Context: an optimization exercise on an open-source flow, tuned for small area. The choices shown serve that exercise and are no tape-out recipe. For this run, only the layout was checked, not whether the RTL still works. The clock cells of this run come from the design's own scripts or RTL, not from TritonCTS. The clock port is modelled as an ideal driver, which makes a skipped or thinned clock tree look cheaper than it is; a real chip needs a root buffer or a tree. Power figures rest on the tool's default switching activity, not on a simulated workload.

### flow/flow/run.sh
#!/bin/bash
# Standard ORFS layout with two changes: port buffers use the smallest
# buffer cell, and the clock tree is a root inverter driving a few leaf
# inverters, each for one cluster of registers (flow/mycts.tcl, run as the
# CTS step's PRE_CTS_TCL hook). ORFS writes each tool's log under
# orfs/logs; make's own output goes to flow_make.log here.
set -euo pipefail
here=$(pwd)
export BUFFER_PORTS_ARGS="-buffer_cell sky130_fd_sc_hd__buf_1"
export PRE_CTS_TCL="$here/flow/mycts.tcl"
export MYCTS_ROOT=sky130_fd_sc_hd__inv_6
export MYCTS_LEAF=sky130_fd_sc_hd__inv_16
export MYCTS_NLEAF=4
export MYCTS_NX=2
bash standard.sh finish > flow_make.log 2>&1
### flow/flow/mycts.tcl
proc outterm { inst } {
  set t [$inst findITerm X]
  if { $t == "NULL" || $t == "" } { set t [$inst findITerm Y] }
  return $t
}

# Manual clock tree: the clock port drives a root buffer (or inverter),
# which drives NLEAF leaf buffers (or inverters: both levels invert, so the
# registers see the clock's polarity), each driving the clock pins of one cluster of
# registers (clusters split by position).  NLEAF 0: root drives all.
proc mycts { root_master leaf_master nleaf {nx 0} } {
  set db [ord::get_db]
  set block [ord::get_db_block]
  set clk [$block findNet clk]
  set sinks {}
  foreach it [$clk getITerms] {
    lappend sinks $it
  }
  # root buffer near the centroid of the sinks
  set sx 0; set sy 0; set n 0
  foreach it $sinks {
    set b [[$it getInst] getBBox]
    set sx [expr {$sx + ([$b xMin] + [$b xMax]) / 2}]
    set sy [expr {$sy + ([$b yMin] + [$b yMax]) / 2}]
    incr n
  }
  set cx [expr {$sx / $n}]; set cy [expr {$sy / $n}]
  set rm [$db findMaster $root_master]
  set root [odb::dbInst_create $block $rm clkbuf_root]
  set rnet [odb::dbNet_create $block clknet_root]
  $rnet setSigType CLOCK
  $root setLocation $cx $cy
  $root setPlacementStatus PLACED
  foreach it $sinks { $it disconnect }
  [$root findITerm A] connect $clk
  [outterm $root] connect $rnet
  if { $nleaf == 0 } {
    foreach it $sinks { $it connect $rnet }
    return
  }
  # split sinks into nleaf groups: sort by x into nx columns, then each by y
  set pts {}
  foreach it $sinks {
    set b [[$it getInst] getBBox]
    lappend pts [list $it [expr {([$b xMin] + [$b xMax]) / 2}] [expr {([$b yMin] + [$b yMax]) / 2}]]
  }
  if { $nx == 0 } { set nx [expr {$nleaf >= 4 ? 2 : 1}] }
  if { $nleaf == 2 && $nx == 0 } { set nx 2 }
  set ny [expr {$nleaf / $nx}]
  set pts [lsort -integer -index 1 $pts]
  set per [expr {int(ceil(double([llength $pts]) / $nx))}]
  set k 0
  for {set i 0} {$i < $nx} {incr i} {
    set col [lrange $pts [expr {$i * $per}] [expr {($i + 1) * $per - 1}]]
    set col [lsort -integer -index 2 $col]
    set per2 [expr {int(ceil(double([llength $col]) / $ny))}]
    for {set j 0} {$j < $ny} {incr j} {
      set grp [lrange $col [expr {$j * $per2}] [expr {($j + 1) * $per2 - 1}]]
      if { [llength $grp] == 0 } { continue }
      set gx 0; set gy 0
      foreach p $grp { set gx [expr {$gx + [lindex $p 1]}]; set gy [expr {$gy + [lindex $p 2]}] }
      set gx [expr {$gx / [llength $grp]}]; set gy [expr {$gy / [llength $grp]}]
      set lm [$db findMaster $leaf_master]
      set leaf [odb::dbInst_create $block $lm clkbuf_leaf_$k]
      set lnet [odb::dbNet_create $block clknet_leaf_$k]
      $lnet setSigType CLOCK
      $leaf setLocation $gx $gy
      $leaf setPlacementStatus PLACED
      [$leaf findITerm A] connect $rnet
      [outterm $leaf] connect $lnet
      foreach p $grp { [lindex $p 0] connect $lnet }
      incr k
    }
  }
}

# Used as ORFS's PRE_CTS_TCL hook: build the tree here and make the
# step's own repair_clock_inverters and clock_tree_synthesis calls no-ops.
mycts $::env(MYCTS_ROOT) $::env(MYCTS_LEAF) $::env(MYCTS_NLEAF) $::env(MYCTS_NX)
proc clock_tree_synthesis { args } {
  puts "clock tree built by flow/mycts.tcl"
}
# cts.tcl calls this right after the hook; it would clone each leaf
# inverter once per register.
proc repair_clock_inverters { args } {
  puts "repair_clock_inverters skipped: flow/mycts.tcl's tree is balanced"
}
### flow/standard.sh
#!/bin/bash
# synth_recipe.tcl (not shown) runs the flow's synth.tcl, then flattens the netlist and writes it again
# the make line also repeats each setting of config.mk as NAME=value (left out here)
make -C /OpenROAD-flow-scripts/flow DESIGN_CONFIG=/design/flow/config.mk WORK_HOME=/design/flow/orfs CLKGATE_MAP_FILE= SYNTH_SCRIPT=/design/flow/synth_recipe.tcl "${@:-finish}"
### flow/config.mk
export PLATFORM = sky130hd
export DESIGN_NAME = fifo_wrapper
export DESIGN_NICKNAME = fifo_wrapper
export VERILOG_FILES = /design/flow/design.v
export SDC_FILE = /design/flow/constraint.sdc
export NUM_CORES = 4
export LEC_CHECK = 0
export CAP_MARGIN = 20
export CORE_MARGIN = 2
export CORE_UTILIZATION = 40
export SLEW_MARGIN = 20
export SYNTH_HIERARCHICAL = 1
export SYNTH_MINIMUM_KEEP_SIZE = 0
### flow/constraint.sdc
create_clock -name core_clock -period 5.0 [get_ports {clk}]
set_input_delay 1.0000 -clock core_clock [delete_from_list [all_inputs] [get_ports {clk}]]
set_output_delay 1.0000 -clock core_clock [all_outputs]
set_load 0.01 [all_outputs]
### flow/design.v
module fifo_core (
    clk,
    reset,
    wr_req,
    rd_en,
    input_data,
    mem_data,
    full,
    empty,
    count,
    count_n,
    ctrl_we,
    ctrl_set
);
parameter DEPTH = 16;
parameter WIDTH = 8;
parameter POINTER_WIDTH = 4;
input clk;
input reset;
input wr_req;                          
input rd_en;                           
input [WIDTH-1:0] input_data;
output [DEPTH*WIDTH-1:0] mem_data;     
output full;
output empty;
output [POINTER_WIDTH:0] count;
output [POINTER_WIDTH-1:0] count_n;    
input ctrl_we;                         
output reg ctrl_set;                   
reg [WIDTH-1:0] mem [DEPTH-1:0];
reg [POINTER_WIDTH:0] fifo_count;
wire [POINTER_WIDTH:0] count_next;
wire [4:0] c = fifo_count;
wire [3:0] cn;
wire push, push_hi, pop, nonempty;
wire n01, n23, cn4;
assign full    = c[4];
assign count   = fifo_count;
assign count_n = cn;
fifo_inv   u_cn0 (.a(c[0]), .y(cn[0]));
fifo_inv   u_cn1 (.a(c[1]), .y(cn[1]));
fifo_inv   u_cn2 (.a(c[2]), .y(cn[2]));
fifo_inv   u_cn3 (.a(c[3]), .y(cn[3]));
fifo_inv   u_cn4  (.a(c[4]), .y(cn4));
fifo_nor2  u_n01  (.a(c[0]), .b(c[1]), .y(n01));
fifo_nor2  u_n23  (.a(c[2]), .b(c[3]), .y(n23));
fifo_nand3 u_ne   (.a(n01), .b(n23), .c(cn4), .y(nonempty));
fifo_inv   u_e    (.a(nonempty), .y(empty));
fifo_and2  u_push    (.a(wr_req), .b(cn4), .y(push));
fifo_and2  u_push_hi (.a(wr_req), .b(cn4), .y(push_hi));
fifo_and2  u_pop  (.a(nonempty), .b(rd_en), .y(pop));
wire nu1, nd1, u2, d2, nu3, nd3, u4, d4;
wire t0n, t1, t2n, t3, t4n;
fifo_nand2 u_nu1 (.a(push), .b(c[0]),  .y(nu1));
fifo_nand2 u_nd1 (.a(pop),  .b(cn[0]), .y(nd1));
fifo_nor2  u_u2  (.a(nu1),  .b(cn[1]), .y(u2));
fifo_nor2  u_d2  (.a(nd1),  .b(c[1]),  .y(d2));
fifo_nand2 u_nu3 (.a(u2),   .b(c[2]),  .y(nu3));
fifo_nand2 u_nd3 (.a(d2),   .b(cn[2]), .y(nd3));
fifo_nor2  u_u4  (.a(nu3),  .b(cn[3]), .y(u4));
fifo_nor2  u_d4  (.a(nd3),  .b(c[3]),  .y(d4));
fifo_nor2  u_t0  (.a(push), .b(pop), .y(t0n));
fifo_nand2 u_t1  (.a(nu1),  .b(nd1), .y(t1));
fifo_nor2  u_t2  (.a(u2),   .b(d2),  .y(t2n));
fifo_nand2 u_t3  (.a(nu3),  .b(nd3), .y(t3));
fifo_nor2  u_t4  (.a(u4),   .b(d4),  .y(t4n));
fifo_xnor2 u_x0 (.a(c[0]), .b(t0n), .y(count_next[0]));
fifo_xor2  u_x1 (.a(c[1]), .b(t1),  .y(count_next[1]));
fifo_xnor2 u_x2 (.a(c[2]), .b(t2n), .y(count_next[2]));
fifo_xor2  u_x3 (.a(c[3]), .b(t3),  .y(count_next[3]));
fifo_xnor2 u_x4 (.a(c[4]), .b(t4n), .y(count_next[4]));
integer i;
always @(posedge clk) begin
    if (push) begin
        mem[0] <= input_data;
        for (i = 1; i < DEPTH/2; i = i + 1)
            mem[i] <= mem[i-1];
    end
end
always @(posedge clk) begin
    if (push_hi) begin
        for (i = DEPTH/2; i < DEPTH; i = i + 1)
            mem[i] <= mem[i-1];
    end
end
always @(posedge clk or posedge reset) begin
    if (reset)
        fifo_count <= 0;
    else
        fifo_count <= count_next;
end
wire ctrl_set_next;
fifo_or2 u_cset (.a(ctrl_set), .b(ctrl_we), .y(ctrl_set_next));
always @(posedge clk or posedge reset) begin
    if (reset)
        ctrl_set <= 1'b0;
    else
        ctrl_set <= ctrl_set_next;
end
genvar g;
generate
    for (g = 0; g < DEPTH; g = g + 1) begin : g_mem
        assign mem_data[g*WIDTH +: WIDTH] = mem[g];
    end
endgenerate
endmodule
module fifo_inv (a, y);
input a;
output y;
assign y = ~a;
endmodule
module fifo_and2 (a, b, y);
input a, b;
output y;
assign y = a & b;
endmodule
module fifo_nand2 (a, b, y);
input a, b;
output y;
assign y = ~(a & b);
endmodule
module fifo_nand3 (a, b, c, y);
input a, b, c;
output y;
assign y = ~(a & b & c);
endmodule
module fifo_nor2 (a, b, y);
input a, b;
output y;
assign y = ~(a | b);
endmodule
module fifo_or2 (a, b, y);
input a, b;
output y;
assign y = a | b;
endmodule
module fifo_xor2 (a, b, y);
input a, b;
output y;
assign y = a ^ b;
endmodule
module fifo_xnor2 (a, b, y);
input a, b;
output y;
assign y = ~(a ^ b);
endmodule
module fifo_and3 (a, b, c, y);
input a, b, c;
output y;
assign y = a & b & c;
endmodule
module fifo_nand4 (a, b, c, d, y);
input a, b, c, d;
output y;
assign y = ~(a & b & c & d);
endmodule
module fifo_aoi22 (a1, a2, b1, b2, y);
input a1, a2, b1, b2;
output y;
assign y = ~((a1 & a2) | (b1 & b2));
endmodule
module fifo_aoi222 (a1, a2, b1, b2, c1, c2, y);
input a1, a2, b1, b2, c1, c2;
output y;
assign y = ~((a1 & a2) | (b1 & b2) | (c1 & c2));
endmodule
module fifo_csr (
    clk,
    reset,
    avalon_address,
    avalon_write,
    avalon_read,
    avalon_writedata,
    avalon_readdata,
    full,
    empty,
    count,
    count_n,
    wr_req,
    rd_en,
    ctrl_we,
    control_set,
    fifo_input_data,
    mem_data
);
parameter WIDTH = 8;
parameter DEPTH = 16;
parameter POINTER_WIDTH = 4;
input clk;
input reset;
input [1:0] avalon_address;
input avalon_write;
input avalon_read;
input [WIDTH-1:0] avalon_writedata;
output [WIDTH-1:0] avalon_readdata;
input full;
input empty;
input [POINTER_WIDTH:0] count;
input [POINTER_WIDTH-1:0] count_n;
output wr_req;
output rd_en;
output ctrl_we;                     
input control_set;                  
output [WIDTH-1:0] fifo_input_data;
input [DEPTH*WIDTH-1:0] mem_data;
reg [WIDTH-1:0] control_reg;
reg [1:0] addr_q;
fifo_and3 u_cwe (.a(avalon_write), .b(avalon_address[1]), .c(avalon_address[0]), .y(ctrl_we));
assign wr_req = avalon_write && (avalon_address == 2'b10);
assign rd_en = avalon_read && (avalon_address == 2'b01);
assign fifo_input_data = avalon_writedata;
always @(posedge clk)
    if (ctrl_we)
        control_reg <= avalon_writedata;
always @(posedge clk)
    addr_q <= avalon_address;
wire [WIDTH-1:0] status = {1'b0, full, empty, count};
wire csel, ssel, psel, aq0n;
fifo_and2  u_csel (.a(addr_q[1]), .b(control_set), .y(csel));
fifo_nor2  u_ssel (.a(addr_q[1]), .b(addr_q[0]), .y(ssel));
fifo_inv   u_aq0n (.a(addr_q[0]), .y(aq0n));
fifo_nor2  u_psel (.a(addr_q[1]), .b(aq0n), .y(psel));
wire [3:0] nlo;      
wire [3:0] nhi;      
wire [DEPTH-1:0] sel;
wire [3:0] c  = count[3:0];
wire [3:0] cn = count_n;
fifo_nand2 u_nlo0 (.a(cn[1]), .b(cn[0]), .y(nlo[0]));
fifo_nand2 u_nlo1 (.a(cn[1]), .b( c[0]), .y(nlo[1]));
fifo_nand2 u_nlo2 (.a( c[1]), .b(cn[0]), .y(nlo[2]));
fifo_nand2 u_nlo3 (.a( c[1]), .b( c[0]), .y(nlo[3]));
fifo_nand3 u_nhi0 (.a(cn[3]), .b(cn[2]), .c(psel), .y(nhi[0]));
fifo_nand3 u_nhi1 (.a(cn[3]), .b( c[2]), .c(psel), .y(nhi[1]));
fifo_nand3 u_nhi2 (.a( c[3]), .b(cn[2]), .c(psel), .y(nhi[2]));
fifo_nand3 u_nhi3 (.a( c[3]), .b( c[2]), .c(psel), .y(nhi[3]));
genvar g, b;
generate
    for (g = 0; g < DEPTH; g = g + 1) begin : g_sel
        fifo_nor2 u_sel (.a(nlo[g % 4]), .b(nhi[g / 4]), .y(sel[g]));
    end
    for (b = 0; b < WIDTH; b = b + 1) begin : g_bit
        wire [5:0] n;
        wire h;
        fifo_aoi222 u_t0 (.a1(sel[0]),  .a2(mem_data[0*WIDTH+b]),
                          .b1(sel[1]),  .b2(mem_data[1*WIDTH+b]),
                          .c1(sel[2]),  .c2(mem_data[2*WIDTH+b]),  .y(n[0]));
        fifo_aoi222 u_t1 (.a1(sel[3]),  .a2(mem_data[3*WIDTH+b]),
                          .b1(sel[4]),  .b2(mem_data[4*WIDTH+b]),
                          .c1(sel[5]),  .c2(mem_data[5*WIDTH+b]),  .y(n[1]));
        fifo_aoi222 u_t2 (.a1(sel[6]),  .a2(mem_data[6*WIDTH+b]),
                          .b1(sel[7]),  .b2(mem_data[7*WIDTH+b]),
                          .c1(sel[8]),  .c2(mem_data[8*WIDTH+b]),  .y(n[2]));
        fifo_aoi222 u_t3 (.a1(sel[9]),  .a2(mem_data[9*WIDTH+b]),
                          .b1(sel[10]), .b2(mem_data[10*WIDTH+b]),
                          .c1(sel[11]), .c2(mem_data[11*WIDTH+b]), .y(n[3]));
        fifo_aoi222 u_t4 (.a1(sel[12]), .a2(mem_data[12*WIDTH+b]),
                          .b1(sel[13]), .b2(mem_data[13*WIDTH+b]),
                          .c1(sel[14]), .c2(mem_data[14*WIDTH+b]), .y(n[4]));
        if (b == WIDTH-1) begin : g_nostat
            fifo_aoi22 u_t5 (.a1(sel[15]), .a2(mem_data[15*WIDTH+b]),
                             .b1(csel),    .b2(control_reg[b]), .y(n[5]));
        end else begin : g_stat
            fifo_aoi222 u_t5 (.a1(sel[15]), .a2(mem_data[15*WIDTH+b]),
                              .b1(csel),    .b2(control_reg[b]),
                              .c1(ssel),    .c2(status[b]), .y(n[5]));
        end
        fifo_and3  u_h (.a(n[0]), .b(n[1]), .c(n[2]), .y(h));
        fifo_nand4 u_o (.a(h), .b(n[3]), .c(n[4]), .d(n[5]), .y(avalon_readdata[b]));
    end
endgenerate
endmodule
module fifo_wrapper (
    clk,
    reset,
    avalon_address,             
    avalon_write,               
    avalon_read,                
    avalon_writedata,           
    avalon_readdata,            
    avalon_status               
);
parameter WIDTH = 8;
parameter DEPTH = 16;
parameter POINTER_WIDTH = 4;
input clk;
input reset;
input [1:0] avalon_address;
input avalon_write;
input avalon_read;
input [WIDTH-1:0] avalon_writedata;
output [WIDTH-1:0] avalon_readdata;
output [1:0] avalon_status;
wire wr_req, rd_en;
wire full, empty;
wire [DEPTH*WIDTH-1:0] mem_data;
wire [POINTER_WIDTH:0] count;               
wire [WIDTH-1:0] fifo_input_data;
wire [POINTER_WIDTH-1:0] count_n;
wire ctrl_we, ctrl_set;
fifo_csr #(
    .WIDTH(WIDTH),
    .DEPTH(DEPTH),
    .POINTER_WIDTH(POINTER_WIDTH)
) csr_inst (
    .clk(clk),
    .reset(reset),
    .avalon_address(avalon_address),
    .avalon_write(avalon_write),
    .avalon_read(avalon_read),
    .avalon_writedata(avalon_writedata),
    .avalon_readdata(avalon_readdata),
    .full(full),
    .empty(empty),
    .wr_req(wr_req),
    .rd_en(rd_en),
    .ctrl_we(ctrl_we),
    .control_set(ctrl_set),
    .fifo_input_data(fifo_input_data),
    .mem_data(mem_data),
    .count(count),
    .count_n(count_n)
);
fifo_core #(
    .DEPTH(DEPTH),
    .WIDTH(WIDTH),
    .POINTER_WIDTH(POINTER_WIDTH)
) core_inst (
    .clk(clk),
    .reset(reset),
    .wr_req(wr_req),
    .rd_en(rd_en),
    .input_data(fifo_input_data),
    .mem_data(mem_data),
    .full(full),
    .empty(empty),
    .count(count),
    .count_n(count_n),
    .ctrl_we(ctrl_we),
    .ctrl_set(ctrl_set)
);
assign avalon_status = {full, empty};
endmodule
==> results.json <==
{
  "status": "timing/DRC/antenna clean",
  "first_pass_iters": 6,
  "final_nets": 317,
  "dieHeight_um": 118,
  "max_freq_ghz": 0.294,
  "cp-start-kind": "flip-flop",
  "p_total_mw": 2.23,
  "via_count": 2732,
  "overflow": 0,
  "power_density_mw_per_mm2": 401,
  "drc_errors": 0,
  "worst_setup_path_end_kind": "primary output",
  "worstReg2RegEnd": "core_inst.mem[5][7]",
  "wl_per_cell_um": 20.6,
  "dieWidth_um": 118,
  "viasPerCell": 5.78,
  "dpl_cell_area_mm2": 0.00547,
  "cts_hold_buf": 0,
  "final_area_mm2": 0.00556,
  "yosys.area.top_type_share": 0.780,
  "syn_area_mm2": 0.00523,
  "fp.dieArea_mm2": 0.0140,
  "final.period_utilization": 0.679,
  "drt_wl_total_mm": 9.76,
  "ys_top_cells_by_count": "136 x edfxtp_1, 47 x a222oi_1, 27 x nor2_1",
  "hold_viol": 0,
  "gp_congestion": 0.864,
  "grtUsageTotal": 0.136,
  "synth.yosys.warnings": 9,
  "rrSetupSlack_ns": 2.86,
  "portBuffers": 23,
  "ant_nets": 0,
  "synth_area_leaders": "edfxtp_1 78%, a222oi_1 9.0%, dfrtp_1 2.9%",
  "ys_ff_latch": 144,
  "antenna_cells": 0,
  "coreArea_mm2": 0.0127,
  "hold_depth": 0,
  "finalClockSkew_ns": 0.0114,
  "syn2layout_area_growth_pct": 6.24,
  "post_cts_buffers": 0,
  "grt_pass1_vias": 2595,
  "grt_pass1_wl_mm": 15.2,
  "largest_reg_flops": 128,
  "p_leak_nw": 1.69,
  "clk_latency_ns": 0.25,
  "synth_cell_types": 17,
  "critical_path_required_ns": 4.00,
  "netlist_instances": 282,
  "hold_class": "flip-flop to flip-flop",
  "drt_iter0_markers": 508,
  "cts_resized": 0,
  "dp.final_hpwl_mm": 6.88,
  "crit_path_max_fanout": 8,
  "maxCapViolCount": 0,
  "tightest_slew_ns": 0.775,
  "setup_viol": 0,
  "synth_nets": 296,
  "r2r-start": "core_inst.fifo_count[4]",
  "synth-edff-count": 136,
  "rsz0062_at_grt": "no",
  "r2r_cells": 3,
  "grt_max_degree": 49,
  "start_util": 0.413,
  "place_inst": 468,
  "synth_ff_type": "edfxtp_1",
  "finalMaxSlewViolations": 0,
  "ys_seq_area_frac": 0.817,
  "drive_gt1_frac": 0.0332,
  "worstHoldEndpoint": "core_inst.mem[8][0]",
  "row_count": 41,
  "grt_antenna_before_repair": 0,
  "synth.most_common_cell": "edfxtp_1",
  "instances_no_fill": 473,
  "min_period_ns": 3.40,
  "hp-start": "core_inst.mem[7][0]",
  "cts.clk_slew.worst_paths_ns": 0.11,
  "synth_largest_area_cell": "edfxtp_1",
  "syn_avg_cell_area_um2": 18.6,
  "io_pins": 24,
  "cp.arrival_ns": 2.40,
  "async_reset_ff_frac": 0.0417,
  "crit_type": "flip-flop to primary output",
  "slew_headroom": 0.484,
  "setup_tns_ns": 0,
  "peakVddDrop_mv": 0.176
}
[worst max-delay path by stage]
| stage | start | to | slack (ns) | cells after the start |
|---|---|---|---|---|
| after floorplan | avalon_address[0] | core_inst.fifo_count[4] | 1.44 | 8 |
| after global placement | csr_inst.addr_q[0] | avalon_readdata[1] | 1.95 | 8 |
| after detailed placement | csr_inst.addr_q[0] | avalon_readdata[0] | 1.94 | 8 |
| after CTS | csr_inst.addr_q[0] | avalon_readdata[0] | 1.93 | 8 |
| after global routing | csr_inst.addr_q[0] | avalon_readdata[1] | 1.41 | 8 |
| final | csr_inst.addr_q[0] | avalon_readdata[1] | 1.60 | 8 |
[area by class of cell]
class / count / area, um2
Fill cell: 1105 / 7110
Inverter: 13 / 119
Multi-Input combinational cell: 119 / 850
Sequential cell: 144 / 4270
Tap cell: 172 / 215
Timing Repair Buffer: 25 / 101
[per-layer routing]
layer | GRT usage | vias up | share of wire
met2 | 0.213 | 129 | 0.45
met5 | 0 | - | 0
met4 | 0.0164 | 0 | 0.014
met1 | 0.211 | 1361 | 0.46
li1 | - | 1233 | -
met3 | 0.0145 | 9 | 0.073
[per-module statistics from Yosys, one instance, submodules excluded, a selection]
module / copies in the design / flops+latches / cells inside
fifo_wrapper: 1 / 0 / 2
fifo_aoi22: 1 / 0 / 1
fifo_and3: 9 / 0 / 1
fifo_nand4: 8 / 0 / 1
fifo_inv: 7 / 0 / 1
fifo_nand2: 10 / 0 / 1
fifo_aoi222: 47 / 0 / 1
fifo_nand3: 5 / 0 / 1
fifo_xnor2: 3 / 0 / 1
fifo_or2: 1 / 0 / 1
fifo_xor2: 2 / 0 / 1
fifo_nor2: 27 / 0 / 1
fifo_and2: 4 / 0 / 1
[where the power goes]
group | total (mW) | internal, mW | leakage, nW | switching (mW)
Clock | 0.444 | 0.0578 | 0.0437 | 0.386
Sequential | 1.48 | 1.41 | 1.33 | 0.0728
Combinational | 0.300 | 0.0999 | 0.321 | 0.200
Total | 2.23 | 1.57 | 1.69 | 0.659
[per-stage QoR]
stage                     worst slack (ns)  utilization  hold slack, ns
final                                 1.60        0.439           0.459
after global placement                1.95        0.432           0.426
after global routing                  1.41        0.439           0.473
after floorplan                       1.44            -           0.422
after CTS                             1.93        0.439           0.434
after detailed placement              1.94        0.432           0.434
[critical path, stage by stage, from the launching register on]
cell and delay [ns]:
dfxtp_1 0.34, inv_1 0.04, nor2_1 0.22, nand3_1 0.18, nor2_1 0.60, a222oi_1 0.24
and3_1 0.23, nand4_1 0.14, buf_1 0.17
[cell usage in the layout (no fill, tap or decap)]
cell      count
edfxtp_1    136
a222oi_1     47
nor2_1       27
buf_1        23
nand2_1      10
and3_1        9
inv_1         8
nand4_1       8
dfrtp_1       6
nand3_1       5
inv_16        4
xnor2_1       3
and2_1        2
xor2_1        2
and3b_1       2
dfxtp_1       2
buf_4         2
or2_1         1
and2_2        1
and2_4        1
a22oi_2       1
inv_6         1
[kinds of logic (layout without fill, tap and decap cells)]
| family | after synthesis | after routing | share of synthesized area |
|---|---|---|---|
| compound gates | 48 | 48 | 0.0923 |
| xor+xnor | 5 | 5 | 0.00837 |
| buf+inv | 19 | 38 | 0.0215 |
| flops | 144 | 144 | 0.817 |
| simple gates | 66 | 66 | 0.0610 |

[separate check: timing with driven ports]
No port has a modelled driver above. Below, the same layout with a new extraction and two added sets of constraints. Step 1 sets driving cells, clkbuf_16 on the clock port and buf_2 on the other inputs (assumed; they add their load-dependent delay and slew). Step 2 also shifts input and output timing later by t, the mid clock arrival at the registers, as if the neighbouring blocks saw the same clock. a / b / c = ideal ports / drivers / drivers and shift; a / b = the first two.
shift t [ns]: 0.289
setup slack, ns: 1.603 / 1.559 / 1.848
latest minus earliest clock arrival (ns): 0.013 / 0.014
worst slew at a driven data input, ns: 0.04
pins driven straight from the clock port: 1
After both steps this run still meets setup and hold. For this run, drivers alone change the setup slack by -0.044 ns; drivers and shift together by +0.245 ns.
